This design comes from an exercise in tuning for small area on the open sky130 flow, not from production work. RTL that was checked went through simulation tests only; none was proved equivalent to the original. No functional check of the RTL was part of run 4.

**design/flow/flow/run.sh**
```bash
#!/bin/bash
# The standard layout (the standard.sh, all ORFS steps), with two changes:
# the port buffers are the smallest buffer cell, and the clock tree is built
# from small clock buffers without dummy loads.
set -euo pipefail
export BUFFER_PORTS_ARGS="-buffer_cell sky130_fd_sc_hd__buf_1"
export CTS_ARGS="-sink_clustering_enable -repair_clock_nets -buf_list sky130_fd_sc_hd__clkbuf_4 -dont_use_dummy_load"
bash standard.sh > standard.log 2>&1
```
**design/flow/standard.sh**
```bash
#!/bin/bash
# synth_recipe.tcl (not shown) runs the flow's synth.tcl, then flattens the netlist and writes it again
# the make line also repeats each setting of config.mk as NAME=value (left out here)
make -C /OpenROAD-flow-scripts/flow DESIGN_CONFIG=/design/flow/config.mk WORK_HOME=/design/flow/orfs CLKGATE_MAP_FILE= SYNTH_SCRIPT=/design/flow/synth_recipe.tcl "${@:-finish}"
```
**design/flow/constraint.sdc**
```tcl
create_clock -name core_clock -period 7.0 [get_ports {clk_i}]
set_input_delay 1.4000 -clock core_clock [delete_from_list [all_inputs] [get_ports {clk_i}]]
set_output_delay 1.4000 -clock core_clock [all_outputs]
set_load 0.01 [all_outputs]
```
**design/flow/config.mk**
```make
export PLATFORM = sky130hd
export DESIGN_NAME = fir_filter
export DESIGN_NICKNAME = fir_filter
export VERILOG_FILES = /design/flow/design.v
export SDC_FILE = /design/flow/constraint.sdc
export NUM_CORES = 4
export LEC_CHECK = 0
export ABC_AREA = 0
export CAP_MARGIN = 20
export CORE_MARGIN = 2
export CORE_UTILIZATION = 80
export SLEW_MARGIN = 20
export SYNTH_HIERARCHICAL = 1
export SYNTH_MINIMUM_KEEP_SIZE = 0
```
**design/flow/design.v**
```verilog
`timescale 1ns / 1ps
module dflopie #(
    parameter W = 1
) (
    input               clk_i, 
    input               rst_n_i,
    input               en_i,
    input       [W-1:0] data_in, 
    output      [W-1:0] data_out 
);
reg [W-1:0] data_out_reg;
always @(posedge clk_i or negedge rst_n_i) begin
    if(!rst_n_i) begin 
        data_out_reg <= 0;
    end
    else if(en_i) begin 
        data_out_reg <= data_in;
    end
end
assign data_out = data_out_reg;
endmodule
`timescale 1ns / 1ps
module fir_filter #(
    parameter  INPUT_SIGNAL = 8,
    parameter  CO_EFF_WIDTH = 8,
    parameter  OUTPUT_SIGNAL = 16,
    parameter  TAPS          = 7
) (
    input clk_i,
    input rst_n_i,
    input en_i,
    input signed [INPUT_SIGNAL-1:0] noisy_sig_i,
    output reg signed [OUTPUT_SIGNAL-1:0] filtered_res_o
);
reg [7:0] h1, h2, h3, h4, h5, h6;
wire en_n;
fir_inv u_en_n (.a(en_i), .y(en_n));
wire [7:0] h1_d, h2_d, h3_d, h4_d, h5_d, h6_d;
wire [7:0] h1_k, h2_k, h3_k, h4_k, h5_k, h6_k;
fir_nand u_k1[7:0] (.a(en_n), .b(h1), .y(h1_k));
fir_oai u_d1[7:0] (.g(h1_k), .p(en_n), .c(noisy_sig_i), .y(h1_d));
fir_nand u_k2[7:0] (.a(en_n), .b(h2), .y(h2_k));
fir_oai u_d2[7:0] (.g(h2_k), .p(en_n), .c(h1), .y(h2_d));
fir_nand u_k3[7:0] (.a(en_n), .b(h3), .y(h3_k));
fir_oai u_d3[7:0] (.g(h3_k), .p(en_n), .c(h2), .y(h3_d));
fir_nand u_k4[7:0] (.a(en_n), .b(h4), .y(h4_k));
fir_oai u_d4[7:0] (.g(h4_k), .p(en_n), .c(h3), .y(h4_d));
fir_nand u_k5[7:0] (.a(en_n), .b(h5), .y(h5_k));
fir_oai u_d5[7:0] (.g(h5_k), .p(en_n), .c(h4), .y(h5_d));
fir_nand u_k6[7:0] (.a(en_n), .b(h6), .y(h6_k));
fir_oai u_d6[7:0] (.g(h6_k), .p(en_n), .c(h5), .y(h6_d));
always @(posedge clk_i or negedge rst_n_i) begin
    if (!rst_n_i) begin
        h1 <= 8'hff; h2 <= 8'd0; h3 <= 8'hff; h4 <= 8'd0; h5 <= 8'hff; h6 <= 8'd0;
    end else begin
        h1 <= h1_d; h2 <= h2_d; h3 <= h3_d; h4 <= h4_d; h5 <= h5_d; h6 <= h6_d;
    end
end
wire x1;
fir_xor u_x1 (.a(h1[0]), .b(h5[0]), .y(x1));
wire g2;
fir_or u_g2 (.a(h1[0]), .b(h5[0]), .y(g2));
wire s3, c4;
fir_fa u_s3 (.a(h1[1]), .b(h5[1]), .c(g2), .s(s3), .co(c4));
wire s5, c6;
fir_fa u_s5 (.a(h1[2]), .b(h5[2]), .c(c4), .s(s5), .co(c6));
wire s7, c8;
fir_fa u_s7 (.a(h1[3]), .b(h5[3]), .c(c6), .s(s7), .co(c8));
wire s9, c10;
fir_fa u_s9 (.a(h1[4]), .b(h5[4]), .c(c8), .s(s9), .co(c10));
wire s11, c12;
fir_fa u_s11 (.a(h1[5]), .b(h5[5]), .c(c10), .s(s11), .co(c12));
wire s13, c14;
fir_fa u_s13 (.a(h1[6]), .b(h5[6]), .c(c12), .s(s13), .co(c14));
wire iv15;
fir_inv u_iv15 (.a(c14), .y(iv15));
wire s16, c17;
fir_fa u_s16 (.a(h1[7]), .b(h5[7]), .c(iv15), .s(s16), .co(c17));
wire x18;
fir_xor u_x18 (.a(h2[0]), .b(h4[0]), .y(x18));
wire g19;
fir_and u_g19 (.a(h2[0]), .b(h4[0]), .y(g19));
wire s20, c21;
fir_fa u_s20 (.a(h2[1]), .b(h4[1]), .c(g19), .s(s20), .co(c21));
wire s22, c23;
fir_fa u_s22 (.a(h2[2]), .b(h4[2]), .c(c21), .s(s22), .co(c23));
wire s24, c25;
fir_fa u_s24 (.a(h2[3]), .b(h4[3]), .c(c23), .s(s24), .co(c25));
wire s26, c27;
fir_fa u_s26 (.a(h2[4]), .b(h4[4]), .c(c25), .s(s26), .co(c27));
wire s28, c29;
fir_fa u_s28 (.a(h2[5]), .b(h4[5]), .c(c27), .s(s28), .co(c29));
wire s30, c31;
fir_fa u_s30 (.a(h2[6]), .b(h4[6]), .c(c29), .s(s30), .co(c31));
wire iv32;
fir_inv u_iv32 (.a(c31), .y(iv32));
wire s33, c34;
fir_fa u_s33 (.a(h2[7]), .b(h4[7]), .c(iv32), .s(s33), .co(c34));
wire x35;
fir_xor u_x35 (.a(h6[0]), .b(x1), .y(x35));
wire g36;
fir_nand u_g36 (.a(h6[0]), .b(x1), .y(g36));
wire iv37;
fir_inv u_iv37 (.a(x18), .y(iv37));
wire s38, c39;
fir_fa u_s38 (.a(iv37), .b(x35), .c(noisy_sig_i[0]), .s(s38), .co(c39));
wire iv40;
fir_inv u_iv40 (.a(s38), .y(iv40));
wire s41, c42;
fir_fa u_s41 (.a(h3[0]), .b(g36), .c(s3), .s(s41), .co(c42));
wire s43, c44;
fir_fa u_s43 (.a(h6[1]), .b(noisy_sig_i[1]), .c(c39), .s(s43), .co(c44));
wire iv45;
fir_inv u_iv45 (.a(s43), .y(iv45));
wire s46, c47;
fir_fa u_s46 (.a(s20), .b(s41), .c(iv45), .s(s46), .co(c47));
wire x48;
fir_xor u_x48 (.a(h3[1]), .b(h6[2]), .y(x48));
wire g49;
fir_nandb u_g49 (.a(h6[2]), .b(h3[1]), .y(g49));
wire s50, c51;
fir_fa u_s50 (.a(x48), .b(s5), .c(s22), .s(s50), .co(c51));
wire iv52;
fir_inv u_iv52 (.a(noisy_sig_i[2]), .y(iv52));
wire s53, c54;
fir_fa u_s53 (.a(iv52), .b(c42), .c(s50), .s(s53), .co(c54));
wire iv55;
fir_inv u_iv55 (.a(c44), .y(iv55));
wire s56, c57;
fir_fa u_s56 (.a(iv55), .b(s53), .c(c47), .s(s56), .co(c57));
wire s58, c59;
fir_fa u_s58 (.a(h3[2]), .b(g49), .c(x1), .s(s58), .co(c59));
wire s60, c61;
fir_fa u_s60 (.a(h3[0]), .b(h6[3]), .c(noisy_sig_i[3]), .s(s60), .co(c61));
wire s62, c63;
fir_fa u_s62 (.a(s58), .b(s7), .c(s24), .s(s62), .co(c63));
wire s64, c65;
fir_fa u_s64 (.a(c51), .b(c54), .c(s62), .s(s64), .co(c65));
wire iv66;
fir_inv u_iv66 (.a(s60), .y(iv66));
wire s67, c68;
fir_fa u_s67 (.a(iv66), .b(s64), .c(c57), .s(s67), .co(c68));
wire iv69;
fir_inv u_iv69 (.a(h3[3]), .y(iv69));
wire s70, c71;
fir_fa u_s70 (.a(h3[1]), .b(iv69), .c(h6[4]), .s(s70), .co(c71));
wire s72, c73;
fir_fa u_s72 (.a(s70), .b(s3), .c(noisy_sig_i[4]), .s(s72), .co(c73));
wire iv74;
fir_inv u_iv74 (.a(c61), .y(iv74));
wire s75, c76;
fir_fa u_s75 (.a(x1), .b(c59), .c(iv74), .s(s75), .co(c76));
wire s77, c78;
fir_fa u_s77 (.a(s75), .b(s9), .c(s26), .s(s77), .co(c78));
wire s79, c80;
fir_fa u_s79 (.a(c63), .b(c65), .c(s77), .s(s79), .co(c80));
wire iv81;
fir_inv u_iv81 (.a(s72), .y(iv81));
wire s82, c83;
fir_fa u_s82 (.a(iv81), .b(s79), .c(c68), .s(s82), .co(c83));
wire s84, c85;
fir_fa u_s84 (.a(h3[0]), .b(h3[2]), .c(h6[5]), .s(s84), .co(c85));
wire s86, c87;
fir_fa u_s86 (.a(iv37), .b(c71), .c(s84), .s(s86), .co(c87));
wire s88, c89;
fir_fa u_s88 (.a(s3), .b(noisy_sig_i[5]), .c(s86), .s(s88), .co(c89));
wire s90, c91;
fir_fa u_s90 (.a(s5), .b(c73), .c(s88), .s(s90), .co(c91));
wire s92, c93;
fir_fa u_s92 (.a(h3[4]), .b(c76), .c(s11), .s(s92), .co(c93));
wire iv94;
fir_inv u_iv94 (.a(s90), .y(iv94));
wire s95, c96;
fir_fa u_s95 (.a(iv94), .b(s28), .c(c78), .s(s95), .co(c96));
wire s97, c98;
fir_fa u_s97 (.a(c80), .b(s92), .c(s95), .s(s97), .co(c98));
wire x99;
fir_xor u_x99 (.a(s97), .b(c83), .y(x99));
wire g100;
fir_nand u_g100 (.a(s97), .b(c83), .y(g100));
wire s101, c102;
fir_fa u_s101 (.a(h3[1]), .b(h3[3]), .c(h6[6]), .s(s101), .co(c102));
wire s103, c104;
fir_fa u_s103 (.a(c85), .b(s101), .c(noisy_sig_i[6]), .s(s103), .co(c104));
wire s105, c106;
fir_fa u_s105 (.a(c87), .b(s5), .c(s103), .s(s105), .co(c106));
wire s107, c108;
fir_fa u_s107 (.a(c89), .b(s7), .c(s105), .s(s107), .co(c108));
wire iv109;
fir_inv u_iv109 (.a(c91), .y(iv109));
wire s110, c111;
fir_fa u_s110 (.a(h3[5]), .b(s20), .c(iv109), .s(s110), .co(c111));
wire s112, c113;
fir_fa u_s112 (.a(s110), .b(s13), .c(s30), .s(s112), .co(c113));
wire iv114;
fir_inv u_iv114 (.a(s107), .y(iv114));
wire s115, c116;
fir_fa u_s115 (.a(iv114), .b(c93), .c(c96), .s(s115), .co(c116));
wire s117, c118;
fir_fa u_s117 (.a(c98), .b(s112), .c(s115), .s(s117), .co(c118));
wire g119;
fir_nandb u_g119 (.a(s117), .b(g100), .y(g119));
wire x120;
fir_xnor u_x120 (.a(g100), .b(s117), .y(x120));
wire s121, c122;
fir_fa u_s121 (.a(h3[2]), .b(h3[4]), .c(c102), .s(s121), .co(c122));
wire s123, c124;
fir_fa u_s123 (.a(h3[6]), .b(h6[7]), .c(noisy_sig_i[7]), .s(s123), .co(c124));
wire s125, c126;
fir_fa u_s125 (.a(s121), .b(c104), .c(s7), .s(s125), .co(c126));
wire s127, c128;
fir_fa u_s127 (.a(c106), .b(s9), .c(s125), .s(s127), .co(c128));
wire s129, c130;
fir_fa u_s129 (.a(s22), .b(s123), .c(c111), .s(s129), .co(c130));
wire s131, c132;
fir_fa u_s131 (.a(s129), .b(c113), .c(c116), .s(s131), .co(c132));
wire s133, c134;
fir_fa u_s133 (.a(c108), .b(s127), .c(s16), .s(s133), .co(c134));
wire iv135;
fir_inv u_iv135 (.a(s33), .y(iv135));
wire s136, c137;
fir_fa u_s136 (.a(iv135), .b(c118), .c(s131), .s(s136), .co(c137));
wire g138;
fir_nandb u_g138 (.a(s136), .b(s133), .y(g138));
wire x139;
fir_xor u_x139 (.a(s133), .b(s136), .y(x139));
wire x140;
fir_xor u_x140 (.a(x139), .b(g119), .y(x140));
wire cy141;
fir_oai u_cy141 (.g(g138), .p(x139), .c(g119), .y(cy141));
wire s142, c143;
fir_fa u_s142 (.a(h3[3]), .b(h3[5]), .c(h3[7]), .s(s142), .co(c143));
wire iv144;
fir_inv u_iv144 (.a(c124), .y(iv144));
wire s145, c146;
fir_fa u_s145 (.a(s142), .b(c122), .c(iv144), .s(s145), .co(c146));
wire s147, c148;
fir_fa u_s147 (.a(s145), .b(s9), .c(c126), .s(s147), .co(c148));
wire s149, c150;
fir_fa u_s149 (.a(s11), .b(c128), .c(s147), .s(s149), .co(c150));
wire s151, c152;
fir_fa u_s151 (.a(s149), .b(c17), .c(c34), .s(s151), .co(c152));
wire s153, c154;
fir_fa u_s153 (.a(s24), .b(c130), .c(c132), .s(s153), .co(c154));
wire iv155;
fir_inv u_iv155 (.a(s153), .y(iv155));
wire s156, c157;
fir_fa u_s156 (.a(c134), .b(s151), .c(iv155), .s(s156), .co(c157));
wire g158;
wire iv159;
fir_inv u_iv159 (.a(c137), .y(iv159));
fir_nor u_g158 (.a(iv159), .b(s156), .y(g158));
wire x160;
fir_xnor u_x160 (.a(c137), .b(s156), .y(x160));
wire x161;
fir_xor u_x161 (.a(x160), .b(cy141), .y(x161));
wire cy162;
fir_aoi u_cy162 (.g(g158), .p(x160), .c(cy141), .y(cy162));
wire s163, c164;
fir_fa u_s163 (.a(h3[4]), .b(h3[6]), .c(c143), .s(s163), .co(c164));
wire s165, c166;
fir_fa u_s165 (.a(s163), .b(c146), .c(s11), .s(s165), .co(c166));
wire s167, c168;
fir_fa u_s167 (.a(c148), .b(s13), .c(c150), .s(s167), .co(c168));
wire s169, c170;
fir_fa u_s169 (.a(s165), .b(s167), .c(c152), .s(s169), .co(c170));
wire iv171;
fir_inv u_iv171 (.a(s169), .y(iv171));
wire s172, c173;
fir_fa u_s172 (.a(s26), .b(c154), .c(iv171), .s(s172), .co(c173));
wire g174;
fir_nandb u_g174 (.a(s172), .b(c157), .y(g174));
wire x175;
fir_xor u_x175 (.a(c157), .b(s172), .y(x175));
wire x176;
fir_xor u_x176 (.a(x175), .b(cy162), .y(x176));
wire cy177;
fir_oai u_cy177 (.g(g174), .p(x175), .c(cy162), .y(cy177));
wire iv178;
fir_inv u_iv178 (.a(h3[7]), .y(iv178));
wire s179, c180;
fir_fa u_s179 (.a(h3[5]), .b(iv178), .c(c164), .s(s179), .co(c180));
wire s181, c182;
fir_fa u_s181 (.a(s179), .b(s13), .c(c166), .s(s181), .co(c182));
wire iv183;
fir_inv u_iv183 (.a(c168), .y(iv183));
wire s184, c185;
fir_fa u_s184 (.a(s28), .b(s16), .c(iv183), .s(s184), .co(c185));
wire iv186;
fir_inv u_iv186 (.a(s184), .y(iv186));
wire s187, c188;
fir_fa u_s187 (.a(s181), .b(c170), .c(iv186), .s(s187), .co(c188));
wire g189;
wire iv190;
fir_inv u_iv190 (.a(c173), .y(iv190));
fir_nor u_g189 (.a(iv190), .b(s187), .y(g189));
wire x191;
fir_xnor u_x191 (.a(c173), .b(s187), .y(x191));
wire x192;
fir_xor u_x192 (.a(x191), .b(cy177), .y(x192));
wire cy193;
fir_aoi u_cy193 (.g(g189), .p(x191), .c(cy177), .y(cy193));
wire s194, c195;
fir_fa u_s194 (.a(h3[6]), .b(c180), .c(c182), .s(s194), .co(c195));
wire s196, c197;
fir_fa u_s196 (.a(s30), .b(c17), .c(s16), .s(s196), .co(c197));
wire iv198;
fir_inv u_iv198 (.a(s194), .y(iv198));
wire s199, c200;
fir_fa u_s199 (.a(iv198), .b(c185), .c(s196), .s(s199), .co(c200));
wire g201;
fir_nandb u_g201 (.a(s199), .b(c188), .y(g201));
wire x202;
fir_xor u_x202 (.a(s199), .b(c188), .y(x202));
wire x203;
fir_xor u_x203 (.a(x202), .b(cy193), .y(x203));
wire cy204;
fir_oai u_cy204 (.g(g201), .p(x202), .c(cy193), .y(cy204));
wire s205, c206;
fir_fa u_s205 (.a(h3[7]), .b(c17), .c(iv135), .s(s205), .co(c206));
wire s207, c208;
fir_fa u_s207 (.a(c197), .b(s205), .c(c200), .s(s207), .co(c208));
wire x209;
fir_xor u_x209 (.a(c195), .b(s207), .y(x209));
wire g210;
fir_nandb u_g210 (.a(c195), .b(s207), .y(g210));
wire x211;
fir_xor u_x211 (.a(x209), .b(cy204), .y(x211));
wire g212;
fir_nand u_g212 (.a(x209), .b(cy204), .y(g212));
wire s213, c214;
fir_fa u_s213 (.a(c206), .b(c208), .c(g210), .s(s213), .co(c214));
wire x215;
fir_xor u_x215 (.a(c34), .b(s213), .y(x215));
wire g216;
fir_nandb u_g216 (.a(c34), .b(s213), .y(g216));
wire x217;
fir_xnor u_x217 (.a(x215), .b(g212), .y(x217));
wire g218;
fir_nandb u_g218 (.a(x215), .b(g212), .y(g218));
wire g219;
fir_nand u_g219 (.a(c214), .b(g216), .y(g219));
wire x220;
fir_xnor u_x220 (.a(c214), .b(g216), .y(x220));
wire x221;
fir_xor u_x221 (.a(x220), .b(g218), .y(x221));
wire cy222;
fir_oai u_cy222 (.g(g219), .p(x220), .c(g218), .y(cy222));
wire iv223;
fir_inv u_iv223 (.a(cy222), .y(iv223));
wire [15:0] y = {iv223, x221, x217, x211, x203, x192, x176, x161, x140, x120, x99, s82, s67, s56, s46, iv40};
always @(posedge clk_i or negedge rst_n_i) begin
    if (!rst_n_i)
        filtered_res_o <= 16'sd0;
    else
        filtered_res_o <= y;
end
endmodule
module fir_and (input a, input b, output y);
assign y = a & b;
endmodule
module fir_aoi (input g, input p, input c, output y);
assign y = ~(g | (p & c));
endmodule
module fir_fa (input a, input b, input c, output s, output co);
assign s = a ^ b ^ c;
assign co = (a & b) | (a & c) | (b & c);
endmodule
module fir_inv (input a, output y);
assign y = ~a;
endmodule
module fir_nand (input a, input b, output y);
assign y = ~(a & b);
endmodule
module fir_nandb (input a, input b, output y);
assign y = ~a | b;
endmodule
module fir_nor (input a, input b, output y);
assign y = ~(a | b);
endmodule
module fir_oai (input g, input p, input c, output y);
assign y = ~(g & (p | c));
endmodule
module fir_or (input a, input b, output y);
assign y = a | b;
endmodule
module fir_xnor (input a, input b, output y);
assign y = ~(a ^ b);
endmodule
module fir_xor (input a, input b, output y);
assign y = a ^ b;
endmodule
```
==> impl_metrics.toml, run 1 <==
[clock_network]
hold_buffers = 0
cts_tree = "yes"
clock_path_buffers = 2
cts_buffers = 9
cts.sinks = 64
root_buffer = "clkbuf_4"
clock_latency_ns = 0.41
ctsHtreeMaxLevel = 3
postCtsSetupBuffers = 0
clk_transition_reported_paths_ns = 0.11

[synthesis]
syn_inst = 307
avgSynthCellArea_um2 = 13.05
synth_seq_area_share = 0.4072
synth_top_cell_area_share = 0.3848
synth-seq-cells = 64
synth_area_leaders = "fa_1 38%, dfrtp_1 25%, dfstp_2 16%, o21ai_1 6.5%, nand2_1 4.9%"
synth_nets = 395
netlist_area_um2 = 4006
yosysUniqueCellTypes = 13
yosysWarnings = 7
yosys.area.top_type = "fa_1"

[worst_setup_path]
reg2reg_depth = 21
cp_data_arrival_time_ns = 7.04
r2r-end = "filtered_res_o[15]"
worstReg2RegStart = "h5[0]"
worstSetupEndpointType = "flip-flop"
critPathKind = "reg2reg"
rrSetupSlack_ns = 0.24
critPathLaunchType = "flip-flop"
crit_path_max_fanout = 4
crit_required_ns = 7.28
cp-startpoint = "h5[0]"

[place]
post-place-ws_ns = 0.2387
dp.cells = 402
dp_hpwl_um = 5738
gp_congestion = 0.8275
port-buffer-count = 26

[flow_run]
cap_violations = 0

[global_route]
grt_use_total = 0.3199
grt_pass1_wl_um = 12340
grt_max_degree = 97
grt_pass1_vias = 2563
grt_overflow_total = 0
antenna_found_initial = 0

[layout]
regArea_um2 = 1632
antenna_cells = 0
multi_input_area_um2 = 2285
drive_above_1_share = 0.1163
fillCellCount = 213
syn2layout_area_growth_pct = 6.808
fin_nets = 434
fin_cells = 411
final_util = 0.8941

[sta]
slew_headroom = 0.4259
slew_viol_final = 0
setup_viol = 0
tns_ns = 0
rsz0062_at_grt = "false"
worstMarginPinSlew_ns = 0.8612
postLayoutSetupSlackWorst_ns = 0.2354
finClkSkew_ns = 0.04079
hold_viol = 0
fmax_mhz = 147.8
fin_crit_ns = 6.765
finalCritPeriodShare = 0.9664

[routing]
ant_nets = 0
drtIter0Drc = 90
drtPass1Iterations = 4
routed-via-count = 2343
routed_wl_um = 7318
wl_met1_um = 3022
top_layer = "met4"
route.met3.wl_um = 438
remaining_drc_errors = 0
wire_per_inst_um = 17.81
vias_per_cell = 5.701
route.met2.wl_um = 3617

[outcome]
status = "complete, no violations"

[die]
die_h_um = 74.77
core_area_um2 = 4786
ios = 27
die_area_um2 = 5590
die_w_um = 74.77
rows = 25
start_util = 0.8371

[min_path]
min_path_type = "reg2reg"
worstHoldPathCells = 1
holdPathEnd = "h5[3]"
hold_start = "h4[3]"
-- registers in the layout (all words and copies together), names as in the netlist --
name,cells
h4,8
filtered_res_o,16
h6,8
h3,8
h1,8
h5,8
h2,8
-- area by class of cell --
class / count / share of cell area
Clock buffer: 9 / 0.01579
Inverter: 26 / 0.02281
Multi-Input combinational cell: 217 / 0.5339
Sequential cell: 64 / 0.3813
Tap cell: 67 / 0.01959
Timing Repair Buffer: 28 / 0.02661
-- kinds of logic after synthesis --
kind of cell / count (synthesis) / share of synthesized area
adders and majority gates: 77 / 0.3848
DFF: 64 / 0.4072
and+or+nand+nor: 64 / 0.06621
AOI/OAI and AO/OA: 54 / 0.06933
xor gates and xnor gates: 22 / 0.04809
buffers and inverters: 26 / 0.02436
-- timing repair --
item                       4_1_cts  5_1_grt
setup endpoints to repair        0        2
gates resized for setup          0        1
hold endpoints to repair         0        0
-- routing by layer --
layer / up-vias / track usage
li1: 1044 / -
met1: 1190 / 0.4280
met2: 82 / 0.4916
met3: 27 / 0.08701
met4: 0 / 0.1726
met5: - / 0
-- how the worst max path moves through the flow --
| stage | end | slack [ns] | cells after the start |
|---|---|---|---|
| final | filtered_res_o[15] | 0.24 | 21 |
| after global routing | filtered_res_o[15] | 0.01 | 21 |
| after floorplan | filtered_res_o[14] | 0.74 | 20 |
| after CTS | filtered_res_o[15] | 0.19 | 21 |
| after global placement | filtered_res_o[15] | 0.54 | 20 |
| after detailed placement | filtered_res_o[15] | 0.24 | 21 |
-- modules after synthesis, one instance, submodules excluded, a selection --
module	times used	cells	flops+latches	cell area, um2
fir_nandb	8	1	0	6.256
fir_inv	26	1	0	3.754
fir_filter	1	64	64	1632
fir_nand	52	1	0	3.754
fir_oai	52	1	0	5.005
fir_aoi	2	1	0	8.758
-- critical path: stages, from the launching register on --
cell,delay [ns]
dfstp_2,0.41
or2_1,0.25
fa_1,0.38
fa_1,0.39
fa_1,0.40
fa_1,0.42
fa_1,0.43
fa_1,0.57
fa_1,0.47
fa_1,0.43
fa_1,0.49
inv_1,0.05
fa_1,0.51
xnor2_2,0.26
a21oi_2,0.11
o21ai_1,0.23
a21oi_2,0.10
o21ai_1,0.24
nand2_1,0.12
nand2b_1,0.19
o21ai_1,0.15
inv_1,0.05
-- cells in the final DEF, fill, tap and decap left out, types with 2 or more instances in the layout --
cell / count
o21ai_1: 52
nand2_1: 52
inv_1: 25
nor2_1: 2
xnor2_1: 4
nand2b_1: 8
dfstp_2: 24
buf_1: 25
xor2_1: 17
fa_1: 77
clkbuf_4: 9
buf_4: 2
a21oi_2: 2
dfrtp_1: 40
-- stage by stage --
step	cell area (um2)	hold slack [ns]
floorplan	4006	0.4452
global placement	4204	0.4553
detailed placement	4204	0.4685
CTS	4272	0.4861
global route	4279	0.5034
finish	4279	0.4758
-- synth_stat cells (all sizes together) --
library cell  number
xor2              17
fa                77
nor2               2
dfstp             24
and2               1
or2                1
dfrtp             40
inv               26
nand2b             8
o21ai             52
nand2             52
a21oi              2
xnor2              5
==> inputs of run 2 (changes only) <==
--- a/design/flow/config.mk
+++ b/design/flow/config.mk
@@ -8,7 +8,9 @@
 export ABC_AREA = 0
 export CAP_MARGIN = 20
 export CORE_MARGIN = 2
-export CORE_UTILIZATION = 80
+export CORE_UTILIZATION = 70
+export GPL_ROUTABILITY_DRIVEN = 0
+export GPL_TIMING_DRIVEN = 0
 export SLEW_MARGIN = 20
 export SYNTH_HIERARCHICAL = 1
 export SYNTH_MINIMUM_KEEP_SIZE = 0
==> impl_metrics.toml, run 2 <==
[outcome]
status = "complete, no violations"

[die]
die_h_um = 79.65
start_util = 0.7276
rows = 27
die_w_um = 79.65
ios = 27
die_area_um2 = 6344
core_area_um2 = 5507

[worst_setup_path]
worstSetupEndpointType = "flip-flop"
slowest_stage = "fa_1"
path_cells = "or2_1 > fa_1 > fa_1 > fa_1 > fa_1 > fa_1 > fa_1 > fa_1 > fa_1 > fa_1 > inv_1 > fa_1 > xnor2_2 > a21oi_2 > o21ai_1 > a21oi_2 > o21ai_1 > nand2_1 > nand2b_1 > o21ai_1 > inv_1"
crit_path_max_fanout = 4
worstReg2RegStart = "h5[0]"
critPathLaunchType = "flip-flop"
r2r-end = "filtered_res_o[15]"
max_stage_delay_ns = 0.56
rrSetupSlack_ns = 0.45
cp_data_arrival_time_ns = 6.83
crit_required_ns = 7.28
critPathKind = "reg2reg"
cpMostUsedCell = "fa_1"
reg2reg_depth = 21

[routing]
routed_wl_um = 6333
routed-via-count = 2213
drtPass1Iterations = 4
remaining_drc_errors = 0
drtIter0Drc = 78
vias_per_cell = 5.320
ant_nets = 0
wire_per_inst_um = 15.22

[synthesis]
yosys.area.top_type = "fa_1"
synth_flop_cell = "dfrtp_1"
async_flop_share = 1.000
netlist_area_um2 = 4006
synth_area_leaders = "fa_1 38%, dfrtp_1 25%, dfstp_2 16%, o21ai_1 6.5%, nand2_1 4.9%"
synth-seq-cells = 64
synth_top_cell_area_share = 0.3848
avgSynthCellArea_um2 = 13.05
yosysUniqueCellTypes = 13
yosysWarnings = 7
synth_seq_area_share = 0.4072
synth_most_common_cell = "fa_1"
synth_nets = 395
synth-edff-count = 0
syn_inst = 307
synthTopCellsByCount = "77 x fa_1, 52 x nand2_1, 52 x o21ai_1, 40 x dfrtp_1, 26 x inv_1"

[layout]
fin_nets = 434
antenna_cells = 0
regArea_um2 = 1632
drive_above_1_share = 0.1163
fillCellCount = 357
final_util = 0.7832
multi_input_area_um2 = 2285
regMostFlops = "filtered_res_o"
final_common_cell = "fa_1"
fin_cells = 416
syn2layout_area_growth_pct = 7.652
final_cell_mix = "77 x fa_1, 52 x o21ai_1, 52 x nand2_1, 40 x dfrtp_1"
largest_register_ffs = 16

[clock_network]
cts.sinks = 64
cts_buffers = 9
clk_transition_reported_paths_ns = 0.09
clock_latency_ns = 0.41
clock_path_buffers = 2
cts_tree = "yes"
root_buffer = "clkbuf_4"
ctsHtreeMaxLevel = 3
postCtsSetupBuffers = 0

[global_route]
grt_pass1_wl_um = 11270
grt_overflow_total = 0
groute.layer.met3.usage = 0.05769
grt_use_total = 0.2492
antenna_found_initial = 0
grt_max_degree = 61
grt_util_met1 = 0.3567
grt_pass1_vias = 2360
grt_most_used_layer = "met2"
grtUsageMet2 = 0.3714

[min_path]
holdPathEnd = "h5[4]"
hold_start = "h4[4]"
min_path_type = "reg2reg"
worstHoldPathCells = 1

[sta]
setup_viol = 0
tns_ns = 0
rsz0062_at_grt = "false"
finalCritPeriodShare = 0.9355
fmax_mhz = 152.7
worstMarginPinSlew_ns = 0.6920
finClkSkew_ns = 0.03851
fin_crit_ns = 6.548
slew_viol_final = 0
hold_viol = 0
slew_headroom = 0.5386

[flow_run]
cap_violations = 0

[place]
port-buffer-count = 26
dp_hpwl_um = 5344
dp.cells = 407
-- run 2: cell counts after synthesis --
Identical to the previous run, type by type.
-- run 2: what timing repair did --
item / in CTS / in global routing
hold buffers: 0 / 0
endpoints found under the setup margin: 0 / 1
gates resized for setup: 0 / 1
-- run 2: area by class of cell --
class,instances,share of cell area
well taps,72,0.02089
clock buffers,9,0.01567
repair buffers,28,0.03220
multi-input cells,217,0.5297
flip-flops and latches,64,0.3783
inverters,26,0.02321
-- run 2: stage by stage --
step	instance area (um2)	setup WS [ns]	hold WS [ns]
floorplan	4006	0.7436	0.4452
global placement	4194	0.4521	0.4584
detailed placement	4238	0.3746	0.4658
CTS	4305	0.3526	0.4741
global route	4313	0.06318	0.4875
finish	4313	0.4517	0.4736
-- run 2: worst max-delay path by stage --
stage	startpoint	cells past startpoint	end	slack, ns
after floorplan	h5[0]	20	filtered_res_o[14]	0.74
after global placement	h5[0]	21	filtered_res_o[15]	0.45
after CTS	h5[0]	21	filtered_res_o[15]	0.35
final	h5[0]	21	filtered_res_o[15]	0.45
after global routing	h5[0]	21	filtered_res_o[15]	0.06
after detailed placement	h5[0]	21	filtered_res_o[15]	0.37
-- run 2: worst max-delay path: cells and delay by family, from the launching register on --
kind	cells	cell delay [ns]
simple gates	3	0.53
compound gates	5	0.76
buf+inv	2	0.10
fa+ha+maj	10	4.41
xor+xnor	1	0.22
flops	1	0.40
-- run 2: cells by family (layout without fill, tap and decap cells) --
group           count (synthesis)  in the layout  synth area share
compound gates                 54             54           0.06933
buf+inv                        26             63           0.02436
fa+ha+maj                      77             77            0.3848
simple gates                   64             64           0.06621
flops                          64             64            0.4072
xor+xnor                       22             22           0.04809
-- run 2: per-layer routing --
| layer | vias up | share of wire |
|---|---|---|
| met2 | 49 | 0.46 |
| met1 | 1097 | 0.47 |
| met4 | 0 | 0.019 |
| li1 | 1057 | - |
| met5 | - | 0 |
| met3 | 10 | 0.050 |
-- run 2: Yosys stat by module, one instance, submodules excluded, a selection --
module | cell area, um2 | flip-flops and latches
fir_nand | 3.754 | 0
fir_inv | 3.754 | 0
fir_aoi | 8.758 | 0
fir_xor | 8.758 | 0
fir_nandb | 6.256 | 0
fir_nor | 3.754 | 0
==> inputs of run 3 (changes only) <==
--- a/design/flow/config.mk
+++ b/design/flow/config.mk
@@ -9,8 +9,6 @@
 export CAP_MARGIN = 20
 export CORE_MARGIN = 2
 export CORE_UTILIZATION = 70
-export GPL_ROUTABILITY_DRIVEN = 0
-export GPL_TIMING_DRIVEN = 0
 export SLEW_MARGIN = 20
 export SYNTH_HIERARCHICAL = 1
 export SYNTH_MINIMUM_KEEP_SIZE = 0
==> impl_metrics.toml, run 3 <==
[sta]
setup_viol = 0
rsz0062_at_grt = "false"
fin_crit_ns = 6.593
slew_viol_final = 0
worstMarginPinSlew_ns = 0.8499
slew_headroom = 0.4334
postLayoutSetupSlackWorst_ns = 0.4069
hold_viol = 0
fmax_mhz = 151.7
finalCritPeriodShare = 0.9419
finClkSkew_ns = 0.04163
tns_ns = 0

[synthesis]
netlist_area_um2 = 4006
synth-simple-area-share = 0.06621
synthMuxAreaShare = 0
yosys.area.top_type = "fa_1"
yosysUniqueCellTypes = 13
synth_top_cell_area_share = 0.3848
synth-xor-area-share = 0.04809
synth_compound_area_frac = 0.06933
synth_flop_cell = "dfrtp_1"
avgSynthCellArea_um2 = 13.05
syn_inst = 307
synth_nets = 395
synth-edff-count = 0
synth_seq_area_share = 0.4072
synth_fa_ha_area_frac = 0.3848
synth-seq-cells = 64
yosysWarnings = 7
synth_most_common_cell = "fa_1"
synth_area_leaders = "fa_1 38%, dfrtp_1 25%, dfstp_2 16%, o21ai_1 6.5%, nand2_1 4.9%"
synth_top_family_by_area = "adder cells"
async_flop_share = 1.000
synthTopCellsByCount = "77 x fa_1, 52 x nand2_1, 52 x o21ai_1, 40 x dfrtp_1, 26 x inv_1"

[place]
post-place-ws_ns = 0.3900
dp_hpwl_um = 5291
dpl_cell_area_um2 = 4210
port-buffer-count = 26
gp_congestion = 0.8142

[flow_run]
cap_violations = 0

[global_route]
grt_most_used_layer = "met1"
grt_overflow_total = 0
grt_util_met1 = 0.3714
groute.layer.met3.usage = 0.05090
grt_max_degree = 97
grtUsageMet2 = 0.3622
antenna_found_initial = 0
grt_pass1_vias = 2342
grt_pass1_wl_um = 11340
grt_use_total = 0.2502

[die]
die_area_um2 = 6344
ios = 27
die_h_um = 79.65
die_w_um = 79.65
start_util = 0.7276
core_area_um2 = 5507
rows = 27

[worst_setup_path]
cp_data_arrival_time_ns = 6.86
reg2reg_depth = 21
critPathKind = "reg2reg"
rrSetupSlack_ns = 0.41
worstReg2RegStart = "h5[0]"
critPathLaunchType = "flip-flop"
cp-startpoint = "h5[0]"
crit_path_max_fanout = 4
crit_required_ns = 7.27
r2r-end = "filtered_res_o[15]"
worstSetupEndpointType = "flip-flop"

[routing]
routed_wl_um = 6539
drtIter0Drc = 117
routed-via-count = 2228
wire_per_inst_um = 15.72
remaining_drc_errors = 0
ant_nets = 0
drtPass1Iterations = 5
vias_per_cell = 5.356

[clock_network]
hold_buffers = 0
postCtsSetupBuffers = 0
cts.sinks = 64
cts_buffers = 9
clock_latency_ns = 0.41
cts_tree = "yes"
cts_resized = 0
root_buffer = "clkbuf_4"
clock_path_buffers = 2
ctsHtreeMaxLevel = 3
clk_transition_reported_paths_ns = 0.11

[layout]
syn2layout_area_growth_pct = 6.964
final_util = 0.7782
fin_area_um2 = 4285
fin_nets = 434
largest_register_ffs = 16
final_common_cell = "fa_1"
fillCellCount = 365
drive_above_1_share = 0.1163
antenna_cells = 0
regMostFlops = "filtered_res_o"
final_cell_mix = "77 x fa_1, 52 x o21ai_1, 52 x nand2_1, 40 x dfrtp_1"

[min_path]
hold_start = "h4[5]"
holdPathEnd = "h5[5]"
worstHoldPathCells = 1
min_path_type = "reg2reg"

[outcome]
status = "complete, no violations"
## run 3: changes by cell type in the layout (fill, tap and decap cells not counted)
| cell | delta |
|---|---|
| inv_2 | +1 |
| inv_4 | -1 |
| clkbuf_2 | +1 |
| buf_4 | +2 |
| buf_2 | -1 |
| buf_12 | -2 |
## run 3: Yosys stat by module, one instance, submodules excluded
module | times used | flip-flops and latches | area, um2 | cells
fir_filter | 1 | 64 | 1632 | 64
fir_fa | 77 | 0 | 20.02 | 1
fir_aoi | 2 | 0 | 8.758 | 1
fir_xnor | 5 | 0 | 8.758 | 1
fir_xor | 17 | 0 | 8.758 | 1
fir_and | 1 | 0 | 6.256 | 1
fir_nandb | 8 | 0 | 6.256 | 1
fir_or | 1 | 0 | 6.256 | 1
fir_oai | 52 | 0 | 5.005 | 1
fir_inv | 26 | 0 | 3.754 | 1
fir_nand | 52 | 0 | 3.754 | 1
fir_nor | 2 | 0 | 3.754 | 1
## run 3: per-stage QoR
stage | hold slack (ns) | cells
final | 0.4499 | 416
after floorplan | 0.4452 | 307
after global placement | 0.4583 | 407
after CTS | 0.4549 | 416
after detailed placement | 0.4676 | 407
after global routing | 0.4664 | 416
## run 3: worst max path at each step
stage | end | slack [ns] | cells after the start
2_1_floorplan | filtered_res_o[14] | 0.74 | 20
3_3_place_gp | filtered_res_o[15] | 0.52 | 20
3_5_place_dp | filtered_res_o[15] | 0.39 | 21
4_1_cts | filtered_res_o[15] | 0.35 | 21
5_1_grt | filtered_res_o[15] | 0.02 | 21
6_report | filtered_res_o[15] | 0.41 | 21
## run 3: area by class of cell
class / instances / area, um2 / share of cell area
inverters: 26 / 97.59 / 0.02277
well taps: 72 / 90.09 / 0.02102
flip-flops and latches: 64 / 1632 / 0.3807
multi-input cells: 217 / 2285 / 0.5331
clock buffers: 9 / 67.56 / 0.01577
repair buffers: 28 / 113.9 / 0.02657
## run 3: cell families after synthesis
kind of cell	after synthesis
xor+xnor	22
buf+inv	26
simple gates	64
flops	64
fa+ha+maj	77
compound gates	54
## run 3: critical path: stages (launching register included)
cell and delay [ns]:
dfstp_2 0.40, or2_1 0.23, fa_1 0.39, fa_1 0.39, fa_1 0.38, fa_1 0.40, fa_1 0.40, fa_1 0.56
fa_1 0.47, fa_1 0.44, fa_1 0.49, inv_1 0.05, fa_1 0.49, xnor2_2 0.23, a21oi_2 0.09, o21ai_1 0.24
a21oi_2 0.10, o21ai_1 0.22, nand2_1 0.11, nand2b_1 0.18, o21ai_1 0.14, inv_1 0.04
## run 3: routing by layer
layer  wire, um  up-vias  share of wire
met5          0        -              0
met4         87        0          0.013
met3        348        9          0.053
met2       3104       53           0.47
met1       2998     1113           0.46
li1           -     1053              -
==> inputs of run 4 (changes only) <==
--- a/design/flow/design.v
+++ b/design/flow/design.v
@@ -174,10 +174,10 @@
 fir_fa u_s95 (.a(iv94), .b(s28), .c(c78), .s(s95), .co(c96));
 wire s97, c98;
 fir_fa u_s97 (.a(c80), .b(s92), .c(s95), .s(s97), .co(c98));
-wire x99;
-fir_xor u_x99 (.a(s97), .b(c83), .y(x99));
-wire g100;
-fir_nand u_g100 (.a(s97), .b(c83), .y(g100));
+wire g99;
+fir_nand u_g99 (.a(s97), .b(c83), .y(g99));
+wire x100;
+fir_xor u_x100 (.a(s97), .b(c83), .y(x100));
 wire s101, c102;
 fir_fa u_s101 (.a(h3[1]), .b(h3[3]), .c(h6[6]), .s(s101), .co(c102));
 wire s103, c104;
@@ -198,10 +198,10 @@
 fir_fa u_s115 (.a(iv114), .b(c93), .c(c96), .s(s115), .co(c116));
 wire s117, c118;
 fir_fa u_s117 (.a(c98), .b(s112), .c(s115), .s(s117), .co(c118));
-wire g119;
-fir_nandb u_g119 (.a(s117), .b(g100), .y(g119));
-wire x120;
-fir_xnor u_x120 (.a(g100), .b(s117), .y(x120));
+wire x119;
+fir_xnor u_x119 (.a(s117), .b(g99), .y(x119));
+wire g120;
+fir_nandb u_g120 (.a(s117), .b(g99), .y(g120));
 wire s121, c122;
 fir_fa u_s121 (.a(h3[2]), .b(h3[4]), .c(c102), .s(s121), .co(c122));
 wire s123, c124;
@@ -220,14 +220,12 @@
 fir_inv u_iv135 (.a(s33), .y(iv135));
 wire s136, c137;
 fir_fa u_s136 (.a(iv135), .b(c118), .c(s131), .s(s136), .co(c137));
-wire g138;
-fir_nandb u_g138 (.a(s136), .b(s133), .y(g138));
-wire x139;
-fir_xor u_x139 (.a(s133), .b(s136), .y(x139));
-wire x140;
-fir_xor u_x140 (.a(x139), .b(g119), .y(x140));
-wire cy141;
-fir_oai u_cy141 (.g(g138), .p(x139), .c(g119), .y(cy141));
+wire iv138;
+fir_inv u_iv138 (.a(s136), .y(iv138));
+wire s139, c140;
+fir_fa u_s139 (.a(s133), .b(iv138), .c(g120), .s(s139), .co(c140));
+wire iv141;
+fir_inv u_iv141 (.a(s139), .y(iv141));
 wire s142, c143;
 fir_fa u_s142 (.a(h3[3]), .b(h3[5]), .c(h3[7]), .s(s142), .co(c143));
 wire iv144;
@@ -246,109 +244,105 @@
 fir_inv u_iv155 (.a(s153), .y(iv155));
 wire s156, c157;
 fir_fa u_s156 (.a(c134), .b(s151), .c(iv155), .s(s156), .co(c157));
-wire g158;
-wire iv159;
-fir_inv u_iv159 (.a(c137), .y(iv159));
-fir_nor u_g158 (.a(iv159), .b(s156), .y(g158));
-wire x160;
-fir_xnor u_x160 (.a(c137), .b(s156), .y(x160));
-wire x161;
-fir_xor u_x161 (.a(x160), .b(cy141), .y(x161));
-wire cy162;
-fir_aoi u_cy162 (.g(g158), .p(x160), .c(cy141), .y(cy162));
-wire s163, c164;
-fir_fa u_s163 (.a(h3[4]), .b(h3[6]), .c(c143), .s(s163), .co(c164));
-wire s165, c166;
-fir_fa u_s165 (.a(s163), .b(c146), .c(s11), .s(s165), .co(c166));
-wire s167, c168;
-fir_fa u_s167 (.a(c148), .b(s13), .c(c150), .s(s167), .co(c168));
-wire s169, c170;
-fir_fa u_s169 (.a(s165), .b(s167), .c(c152), .s(s169), .co(c170));
-wire iv171;
-fir_inv u_iv171 (.a(s169), .y(iv171));
-wire s172, c173;
-fir_fa u_s172 (.a(s26), .b(c154), .c(iv171), .s(s172), .co(c173));
-wire g174;
-fir_nandb u_g174 (.a(s172), .b(c157), .y(g174));
+wire iv158;
+fir_inv u_iv158 (.a(c137), .y(iv158));
+wire s159, c160;
+fir_fa u_s159 (.a(iv158), .b(s156), .c(c140), .s(s159), .co(c160));
+wire iv161;
+fir_inv u_iv161 (.a(s159), .y(iv161));
+wire s162, c163;
+fir_fa u_s162 (.a(h3[4]), .b(h3[6]), .c(c143), .s(s162), .co(c163));
+wire s164, c165;
+fir_fa u_s164 (.a(s162), .b(c146), .c(s11), .s(s164), .co(c165));
+wire s166, c167;
+fir_fa u_s166 (.a(c148), .b(s13), .c(c150), .s(s166), .co(c167));
+wire s168, c169;
+fir_fa u_s168 (.a(s164), .b(s166), .c(c152), .s(s168), .co(c169));
+wire iv170;
+fir_inv u_iv170 (.a(s168), .y(iv170));
+wire s171, c172;
+fir_fa u_s171 (.a(s26), .b(c154), .c(iv170), .s(s171), .co(c172));
+wire g173;
+fir_nandb u_g173 (.a(s171), .b(c157), .y(g173));
+wire x174;
+fir_xor u_x174 (.a(c157), .b(s171), .y(x174));
 wire x175;
-fir_xor u_x175 (.a(c157), .b(s172), .y(x175));
-wire x176;
-fir_xor u_x176 (.a(x175), .b(cy162), .y(x176));
-wire cy177;
-fir_oai u_cy177 (.g(g174), .p(x175), .c(cy162), .y(cy177));
-wire iv178;
-fir_inv u_iv178 (.a(h3[7]), .y(iv178));
-wire s179, c180;
-fir_fa u_s179 (.a(h3[5]), .b(iv178), .c(c164), .s(s179), .co(c180));
-wire s181, c182;
-fir_fa u_s181 (.a(s179), .b(s13), .c(c166), .s(s181), .co(c182));
-wire iv183;
-fir_inv u_iv183 (.a(c168), .y(iv183));
-wire s184, c185;
-fir_fa u_s184 (.a(s28), .b(s16), .c(iv183), .s(s184), .co(c185));
-wire iv186;
-fir_inv u_iv186 (.a(s184), .y(iv186));
-wire s187, c188;
-fir_fa u_s187 (.a(s181), .b(c170), .c(iv186), .s(s187), .co(c188));
-wire g189;
-wire iv190;
-fir_inv u_iv190 (.a(c173), .y(iv190));
-fir_nor u_g189 (.a(iv190), .b(s187), .y(g189));
+fir_xor u_x175 (.a(x174), .b(c160), .y(x175));
+wire cy176;
+fir_oai u_cy176 (.g(g173), .p(x174), .c(c160), .y(cy176));
+wire iv177;
+fir_inv u_iv177 (.a(h3[7]), .y(iv177));
+wire s178, c179;
+fir_fa u_s178 (.a(h3[5]), .b(iv177), .c(c163), .s(s178), .co(c179));
+wire s180, c181;
+fir_fa u_s180 (.a(s178), .b(s13), .c(c165), .s(s180), .co(c181));
+wire iv182;
+fir_inv u_iv182 (.a(c167), .y(iv182));
+wire s183, c184;
+fir_fa u_s183 (.a(s28), .b(s16), .c(iv182), .s(s183), .co(c184));
+wire iv185;
+fir_inv u_iv185 (.a(s183), .y(iv185));
+wire s186, c187;
+fir_fa u_s186 (.a(s180), .b(c169), .c(iv185), .s(s186), .co(c187));
+wire g188;
+wire iv189;
+fir_inv u_iv189 (.a(c172), .y(iv189));
+fir_nor u_g188 (.a(iv189), .b(s186), .y(g188));
+wire x190;
+fir_xnor u_x190 (.a(c172), .b(s186), .y(x190));
 wire x191;
-fir_xnor u_x191 (.a(c173), .b(s187), .y(x191));
-wire x192;
-fir_xor u_x192 (.a(x191), .b(cy177), .y(x192));
-wire cy193;
-fir_aoi u_cy193 (.g(g189), .p(x191), .c(cy177), .y(cy193));
-wire s194, c195;
-fir_fa u_s194 (.a(h3[6]), .b(c180), .c(c182), .s(s194), .co(c195));
-wire s196, c197;
-fir_fa u_s196 (.a(s30), .b(c17), .c(s16), .s(s196), .co(c197));
-wire iv198;
-fir_inv u_iv198 (.a(s194), .y(iv198));
-wire s199, c200;
-fir_fa u_s199 (.a(iv198), .b(c185), .c(s196), .s(s199), .co(c200));
-wire g201;
-fir_nandb u_g201 (.a(s199), .b(c188), .y(g201));
+fir_xor u_x191 (.a(x190), .b(cy176), .y(x191));
+wire cy192;
+fir_aoi u_cy192 (.g(g188), .p(x190), .c(cy176), .y(cy192));
+wire s193, c194;
+fir_fa u_s193 (.a(h3[6]), .b(c179), .c(c181), .s(s193), .co(c194));
+wire s195, c196;
+fir_fa u_s195 (.a(s30), .b(c17), .c(s16), .s(s195), .co(c196));
+wire iv197;
+fir_inv u_iv197 (.a(s193), .y(iv197));
+wire s198, c199;
+fir_fa u_s198 (.a(iv197), .b(c184), .c(s195), .s(s198), .co(c199));
+wire g200;
+fir_nandb u_g200 (.a(s198), .b(c187), .y(g200));
+wire x201;
+fir_xor u_x201 (.a(s198), .b(c187), .y(x201));
 wire x202;
-fir_xor u_x202 (.a(s199), .b(c188), .y(x202));
-wire x203;
-fir_xor u_x203 (.a(x202), .b(cy193), .y(x203));
-wire cy204;
-fir_oai u_cy204 (.g(g201), .p(x202), .c(cy193), .y(cy204));
-wire s205, c206;
-fir_fa u_s205 (.a(h3[7]), .b(c17), .c(iv135), .s(s205), .co(c206));
-wire s207, c208;
-fir_fa u_s207 (.a(c197), .b(s205), .c(c200), .s(s207), .co(c208));
-wire x209;
-fir_xor u_x209 (.a(c195), .b(s207), .y(x209));
-wire g210;
-fir_nandb u_g210 (.a(c195), .b(s207), .y(g210));
-wire x211;
-fir_xor u_x211 (.a(x209), .b(cy204), .y(x211));
-wire g212;
-fir_nand u_g212 (.a(x209), .b(cy204), .y(g212));
-wire s213, c214;
-fir_fa u_s213 (.a(c206), .b(c208), .c(g210), .s(s213), .co(c214));
-wire x215;
-fir_xor u_x215 (.a(c34), .b(s213), .y(x215));
-wire g216;
-fir_nandb u_g216 (.a(c34), .b(s213), .y(g216));
-wire x217;
-fir_xnor u_x217 (.a(x215), .b(g212), .y(x217));
+fir_xor u_x202 (.a(x201), .b(cy192), .y(x202));
+wire cy203;
+fir_oai u_cy203 (.g(g200), .p(x201), .c(cy192), .y(cy203));
+wire s204, c205;
+fir_fa u_s204 (.a(h3[7]), .b(c17), .c(iv135), .s(s204), .co(c205));
+wire s206, c207;
+fir_fa u_s206 (.a(c196), .b(s204), .c(c199), .s(s206), .co(c207));
+wire x208;
+fir_xor u_x208 (.a(c194), .b(s206), .y(x208));
+wire g209;
+fir_nandb u_g209 (.a(c194), .b(s206), .y(g209));
+wire x210;
+fir_xor u_x210 (.a(x208), .b(cy203), .y(x210));
+wire g211;
+fir_nand u_g211 (.a(x208), .b(cy203), .y(g211));
+wire s212, c213;
+fir_fa u_s212 (.a(c205), .b(c207), .c(g209), .s(s212), .co(c213));
+wire x214;
+fir_xor u_x214 (.a(c34), .b(s212), .y(x214));
+wire g215;
+fir_nandb u_g215 (.a(c34), .b(s212), .y(g215));
+wire x216;
+fir_xnor u_x216 (.a(x214), .b(g211), .y(x216));
+wire g217;
+fir_nandb u_g217 (.a(x214), .b(g211), .y(g217));
 wire g218;
-fir_nandb u_g218 (.a(x215), .b(g212), .y(g218));
-wire g219;
-fir_nand u_g219 (.a(c214), .b(g216), .y(g219));
+fir_nand u_g218 (.a(c213), .b(g215), .y(g218));
+wire x219;
+fir_xnor u_x219 (.a(c213), .b(g215), .y(x219));
 wire x220;
-fir_xnor u_x220 (.a(c214), .b(g216), .y(x220));
-wire x221;
-fir_xor u_x221 (.a(x220), .b(g218), .y(x221));
-wire cy222;
-fir_oai u_cy222 (.g(g219), .p(x220), .c(g218), .y(cy222));
-wire iv223;
-fir_inv u_iv223 (.a(cy222), .y(iv223));
-wire [15:0] y = {iv223, x221, x217, x211, x203, x192, x176, x161, x140, x120, x99, s82, s67, s56, s46, iv40};
+fir_xor u_x220 (.a(x219), .b(g217), .y(x220));
+wire cy221;
+fir_oai u_cy221 (.g(g218), .p(x219), .c(g217), .y(cy221));
+wire iv222;
+fir_inv u_iv222 (.a(cy221), .y(iv222));
+wire [15:0] y = {iv222, x220, x216, x210, x202, x191, x175, iv161, iv141, x119, x100, s82, s67, s56, s46, iv40};
 always @(posedge clk_i or negedge rst_n_i) begin
     if (!rst_n_i)
         filtered_res_o <= 16'sd0;
==> impl_metrics.toml, run 4 <==
[routing]
vias_per_cell = 5.354
routed_wl_um = 6764
ant_nets = 0
drtPass1Iterations = 4
drtIter0Drc = 74
remaining_drc_errors = 0
routed-via-count = 2222
wire_per_inst_um = 16.30

[worst_setup_path]
path_cells = "or2_1 > fa_1 > fa_2 > fa_1 > fa_1 > fa_1 > fa_2 > fa_1 > fa_1 > fa_1 > inv_1 > fa_1 > fa_1 > o21ai_2 > a21oi_2 > o21ai_2 > nand2_1 > nand2b_1 > o21ai_1 > inv_1"
worstSetupEndpointType = "flip-flop"
cp_data_arrival_time_ns = 7.01
slowest_stage = "fa_2"
crit_required_ns = 7.30
max_stage_delay_ns = 0.58
critPathLaunchType = "flip-flop"
critPathKind = "reg2reg"
cpMostUsedCell = "fa_1"
crit_path_max_fanout = 4

[place]
port-buffer-count = 26
dp_hpwl_um = 5446
gp_congestion = 0.8892
post-place-ws_ns = 0.05378
dpl_cell_area_um2 = 4203

[clock_network]
ctsHtreeMaxLevel = 3
cts.sinks = 64
cts_tree = "yes"
clk_transition_reported_paths_ns = 0.10
cts_buffers = 9
hold_buffers = 0
clock_path_buffers = 2
root_buffer = "clkbuf_4"
clock_latency_ns = 0.41

[global_route]
grt_max_degree = 97
grt_pass1_wl_um = 11750
antenna_found_initial = 0
grt_pass1_vias = 2430
grt_use_total = 0.2592
grt_overflow_total = 0

[die]
die_w_um = 79.58
die_h_um = 79.58
core_area_um2 = 5507
rows = 27
die_area_um2 = 6333
ios = 27
start_util = 0.7262

[synthesis]
synth_area_leaders = "fa_1 40%, dfrtp_1 25%, dfstp_2 16%, o21ai_1 6.4%, nand2_1 4.9%"
yosys.area.top_type = "fa_1"
syn_inst = 304
synthTopCellsByCount = "79 x fa_1, 52 x nand2_1, 51 x o21ai_1, 40 x dfrtp_1, 29 x inv_1"
synth_most_common_cell = "fa_1"
synth-seq-cells = 64
synth-edff-count = 0
yosysUniqueCellTypes = 13
synth_flop_cell = "dfrtp_1"
yosysWarnings = 7
synth_nets = 394
synth_seq_area_share = 0.4080
async_flop_share = 1.000
avgSynthCellArea_um2 = 13.15
netlist_area_um2 = 3999
synth_top_cell_area_share = 0.3955

[sta]
rsz0062_at_grt = "false"
fin_crit_ns = 6.715
postLayoutSetupSlackWorst_ns = 0.2847
setup_viol = 0
fmax_mhz = 148.9
finalCritPeriodShare = 0.9593
finClkSkew_ns = 0.02850
slew_headroom = 0.4406
tns_ns = 0
slew_viol_final = 0
hold_viol = 0
worstMarginPinSlew_ns = 0.8391

[layout]
final_cell_mix = "75 x fa_1, 52 x nand2_1, 49 x o21ai_1, 40 x dfrtp_1, 28 x inv_1"
drive_above_1_share = 0.1341
largest_register_ffs = 16
regMostFlops = "filtered_res_o"
syn2layout_area_growth_pct = 7.603
final_common_cell = "fa_1"
antenna_cells = 0
fillCellCount = 352
fin_nets = 435
fin_area_um2 = 4303

[flow_run]
cap_violations = 0

[min_path]
min_path_type = "reg2reg"

[outcome]
status = "complete, no violations"
==> run 4: cell count changes in the layout (fill, tap and decap cells not counted), sizes merged <==
cell | before | now
xnor2 | 5 | 4
inv | 26 | 29
nor2 | 2 | 1
a21oi | 2 | 1
nand2b | 8 | 7
xor2 | 17 | 14
o21ai | 52 | 51
fa | 77 | 79
buf | 27 | 29
==> run 4: per-module statistics from Yosys, one instance, submodules excluded <==
module | copies in the design | flip-flops and latches | area, um2
fir_or | 1 | 0 | 6.256
fir_nor | 1 | 0 | 3.754
fir_oai | 51 | 0 | 5.005
fir_nandb | 7 | 0 | 6.256
fir_filter | 1 | 64 | 1632
fir_aoi | 1 | 0 | 8.758
fir_fa | 79 | 0 | 20.02
fir_xnor | 4 | 0 | 8.758
fir_xor | 14 | 0 | 8.758
fir_and | 1 | 0 | 6.256
fir_inv | 29 | 0 | 3.754
fir_nand | 52 | 0 | 3.754
==> run 4: critical path, delay by kind of cell (launching register included) <==
kind                     cells  cell delay [ns]
AO/OA/AOI/OAI                4             0.63
adder cells (fa/ha/maj)     11             4.96
buffers and inverters        2             0.10
flip-flops                   1             0.40
AND/OR/NAND/NOR              3             0.51
==> run 4: what timing repair did <==
action / 4_1_cts / 5_1_grt
setup endpoints to repair: 1 / 2
resized for setup: 1 / 5
endpoints found under the hold margin: 0 / 0
pin swaps: 0 / 2
gates cloned: 0 / 0
buffers inserted: 0 / 2
==> run 4: cells by family (layout without fill, tap and decap cells) <==
group	Yosys count	after routing	synth area share
adder cells (fa/ha/maj)	79	79	0.3955
flip-flops	64	64	0.4080
AND/OR/NAND/NOR	62	62	0.06383
AO/OA/AOI/OAI	52	52	0.06602
buffers and inverters	29	68	0.02722
XOR/XNOR	18	18	0.03942
==> run 4: final timing paths <==
path | startpoint | to | slack [ns] | cells after the start
max | h5[0] | filtered_res_o[15] | 0.28 | 20
min | h2[5] | h3[5] | 0.46 | 1
max reg2reg | h5[0] | filtered_res_o[15] | 0.28 | 20
min reg2reg | h2[5] | h3[5] | 0.46 | 1
max in group asynchronous | rst_n_i | h6[6] | 5.34 | 2
min in group asynchronous | rst_n_i | filtered_res_o[3] | 1.14 | 2
==> run 4: area by class of cell <==
| class | count | area, um2 | share of cell area |
|---|---|---|---|
| sequential | 64 | 1632 | 0.3792 |
| multi-input combinational | 211 | 2276 | 0.5289 |
| inverter | 29 | 108.9 | 0.02530 |
| tap | 72 | 90.09 | 0.02094 |
| clock buffer | 9 | 67.56 | 0.01570 |
| timing repair buffer | 30 | 128.9 | 0.02995 |
==> run 4: routing by layer <==
layer,GRT usage,vias to the layer above,wire length (um)
met1,0.3689,1124,3110
met2,0.3992,45,3280
li1,-,1041,-
met5,0,-,0
met3,0.05769,12,294
met4,0.1034,0,80
==> run 4: through the flow <==
stage / hold slack, ns / instances / util
floorplan: 0.4452 / 304 / -
global placement: 0.4616 / 404 / 0.7632
CTS: 0.4718 / 413 / 0.7762
global route: 0.4933 / 415 / 0.7814
finish: 0.4642 / 415 / 0.7814
detailed placement: 0.4714 / 404 / 0.7632

==> port drivers added, routing unchanged <==
In the flow no input, the clock included, has a driving cell. The finished layouts below were timed again as built, in two steps. Step 1 assumes that a clkbuf_16 drives the clock port and a buf_2 every other input. Step 2 times the ports against the registers' clock, not the clock port: input delays grow and output delays shrink by t, the midpoint of the rising clock arrivals with the driver on. Three values: no drivers, after step 1, after step 2; two values: the first two.
run | t, ns | setup WS [ns] | clock arrival spread, ns
run 1 | 0.413 | 0.235 / 0.235 / 0.235 | 0.041 / 0.041
run 2 | 0.422 | 0.452 / 0.452 / 0.452 | 0.038 / 0.039
run 3 | 0.413 | 0.407 / 0.407 / 0.407 | 0.041 / 0.041
run 4 | 0.421 | 0.285 / 0.285 / 0.285 | 0.028 / 0.029
After both steps every run listed still meets setup and hold.
